What follows belongs to an exercise in optimizing a design on an open flow for small area, a short achievable clock period and few clock cycles; a production flow would make more cautious choices. Only simulation tests tie the RTL to the original design; equivalence was not proved. Power and IR drop assume default switching activity.

Design Mips_Processor, start of the top module:
module Mips_Processor (
    input             clk,
    input             rst,
    output     [15:0] mem_addr,
    output            mem_wr,
    output     [15:0] mem_wdata,
    input      [15:0] mem_rdata,
    output reg        wb_we,
    output reg [3:0]  wb_rd,
    output reg [15:0] wb_data
);
    localparam OP_ADD  = 4'd0,  OP_ADDM = 4'd1,  OP_SUB = 4'd2,  OP_ADDI = 4'd3;
    localparam OP_MUL  = 4'd4,  OP_AND  = 4'd5,  OP_SHL = 4'd6,  OP_LW   = 4'd7;
    localparam OP_LWI  = 4'd8,  OP_SW   = 4'd9,  OP_SWI = 4'd10, OP_CLR  = 4'd11;
    localparam OP_LI   = 4'd12, OP_CMP  = 4'd13, OP_BNE = 4'd14, OP_J    = 4'd15;
    function writes_reg(input [3:0] op);
        writes_reg = (op == OP_ADD) || (op == OP_ADDM) || (op == OP_SUB) || (op == OP_ADDI) ||
                     (op == OP_AND) || (op == OP_SHL) || (op == OP_LW) || (op == OP_LWI) ||
                     (op == OP_CLR) || (op == OP_LI);
    endfunction
    function uses_ba(input [3:0] op);
  ...
Size in the first run: about 3100 cells after synthesis, roughly 460 flip-flops, ~72 I/O pins, about 27000 um2 of cells after synthesis.
export LEC_CHECK = 0
export ABC_AREA = 1
export CAP_MARGIN = 20
export CORE_MARGIN = 2
export CORE_UTILIZATION = 40
export CTS_BUF_LIST = sky130_fd_sc_hd__clkbuf_8
export PLACE_DENSITY = 0.6
export SLEW_MARGIN = 20
create_clock -name core_clock -period 11.0 [get_ports {clk}]
standard.sh (not shown) runs the stock make flow with config.mk's settings and CLKGATE_MAP_FILE= SYNTH_SCRIPT=/design/flow/synth_recipe.tcl, a recipe that flattens the netlist after the stock synthesis.
==> flow/flow/run.sh <==
#!/bin/bash
# Standard layout with extra make settings: a tighter timing-repair target,
# and the settings listed on the make line below.
set -euo pipefail
bash standard.sh 'SETUP_SLACK_MARGIN=7' 'BUFFER_PORTS_ARGS=-buffer_cell sky130_fd_sc_hd__buf_4' finish > flow_make.log 2>&1
Testbench counts at the start, summed over its fixed seeds: cycles 23,254.
==> next run, changes <==
==> flow/flow/run.sh (replaced) <==
#!/bin/bash
# Standard layout with extra make settings: a tighter timing-repair target,
# and the settings listed on the make line below.
set -euo pipefail
bash standard.sh 'SETUP_SLACK_MARGIN=7.15' 'BUFFER_PORTS_ARGS=-buffer_cell sky130_fd_sc_hd__buf_4' finish > flow_make.log 2>&1
Settings changed: CTS_BUF_LIST sky130_fd_sc_hd__clkbuf_8 to not set, CTS_CLUSTER_DIAMETER set to 70, CTS_CLUSTER_SIZE set to 24.
Effect:
- The changed run ran to the end with no violations
- die area does not change
- final cell count shrinks by 1.7%
- global-route usage shrinks by 0.62 points
- power fell by 3.5%
- sequential cell count does not change
- setup slack is better by 0.081 ns
==> next run, changes <==
==> flow/flow/run.sh (replaced) <==
#!/bin/bash
# Standard layout with extra make settings: a tighter timing-repair target,
# and the settings listed on the make line below.
set -euo pipefail
bash standard.sh 'SETUP_SLACK_MARGIN=7' 'BUFFER_PORTS_ARGS=-buffer_cell sky130_fd_sc_hd__buf_4' finish > flow_make.log 2>&1
Settings changed: CTS_CLUSTER_DIAMETER 70 to 80, CTS_CLUSTER_SIZE 24 to 30.
Area after synthesis is unchanged. Clock power falls by about 8%. Final area shrinks by 1.6%.

## build 70
Mips_Processor again, from the RTL that the note above started with.
Settings: LEC_CHECK=0, ABC_AREA=1, CAP_MARGIN=20, CORE_MARGIN=2, CORE_UTILIZATION=40, PLACE_DENSITY=0.6, SLEW_MARGIN=20; clock period 11.0 ns.
==> flow/flow/run.sh <==
#!/bin/bash
# Standard layout with extra make settings: a tighter timing-repair target,
# and the settings listed on the make line below.
set -euo pipefail
bash standard.sh 'SETUP_SLACK_MARGIN=7' 'BUFFER_PORTS_ARGS=-buffer_cell sky130_fd_sc_hd__buf_4' finish > flow_make.log 2>&1
Testbench counts of build 70, summed over its fixed seeds: cycles 23,254.
Edits applied to the flow inputs when going from build 70 to build 67:
- CTS_CLUSTER_DIAMETER now 80, previously not set
- CTS_CLUSTER_SIZE now 30, previously not set
==> flow/flow/run.sh <==
#!/bin/bash
# Standard layout with extra make settings: a tighter timing-repair target,
# and the settings listed on the make line below.
set -euo pipefail
bash standard.sh 'SETUP_SLACK_MARGIN=7.15' 'BUFFER_PORTS_ARGS=-buffer_cell sky130_fd_sc_hd__buf_4' finish > flow_make.log 2>&1
--- outcome ---
Compared with build 70, build 67 shows pre-CTS worst setup slack lower by 14 ps. Final worst-path setup slack across build 67 and build 70: no real change. Hold slack is higher on build 67. Via total after detailed routing, build 67 vs build 70: up slightly. Taking build 70 as the reference, in build 67 met2 usage moved down, net load switching power went up by 0.56%, worst reg-to-reg setup slack now sits higher. Relative to build 70, build 67 improves detailed-route wire length. Post-synthesis cell area came out exactly the same in build 67 and build 70. Build 70 → build 67: first-pass GRT wire length moved down; area growth from synthesis to final layout down 0.77 points.

[afterwards: timing with drivers on the ports]
Ports are ideal in the flow. The routed layouts listed here were re-timed in OpenROAD.
Step 1 assumes that a clkbuf_16 drives the clock port and a buf_2 every other input.
Step 2 also shifts input and output timing later by t, the mid clock arrival at the registers, as if the neighbouring blocks saw the same clock.
a / b / c = ideal / step 1 / step 2; a / b = the first two.
run | t, ns | setup WS [ns] | hold WS [ns]
the first run of note 1 | 0.748 | 7.085 / 7.019 / 6.419 | 0.417 / 0.417 / 0.417
the second run of note 1 | 0.645 | 7.166 / 7.101 / 6.558 | 0.425 / 0.425 / 0.425
the third run of note 1 | 0.696 | 7.034 / 6.968 / 6.489 | 0.431 / 0.431 / 0.431
build 70 | 0.683 | 7.159 / 7.096 / 6.513 | 0.421 / 0.421 / 0.421
build 67 | 0.709 | 7.160 / 7.093 / 6.592 | 0.429 / 0.429 / 0.429
After both steps every run listed still meets setup and hold. For the first run of note 1, which loses most, drivers alone change the setup slack by -0.066 ns; drivers and shift together by -0.666 ns.
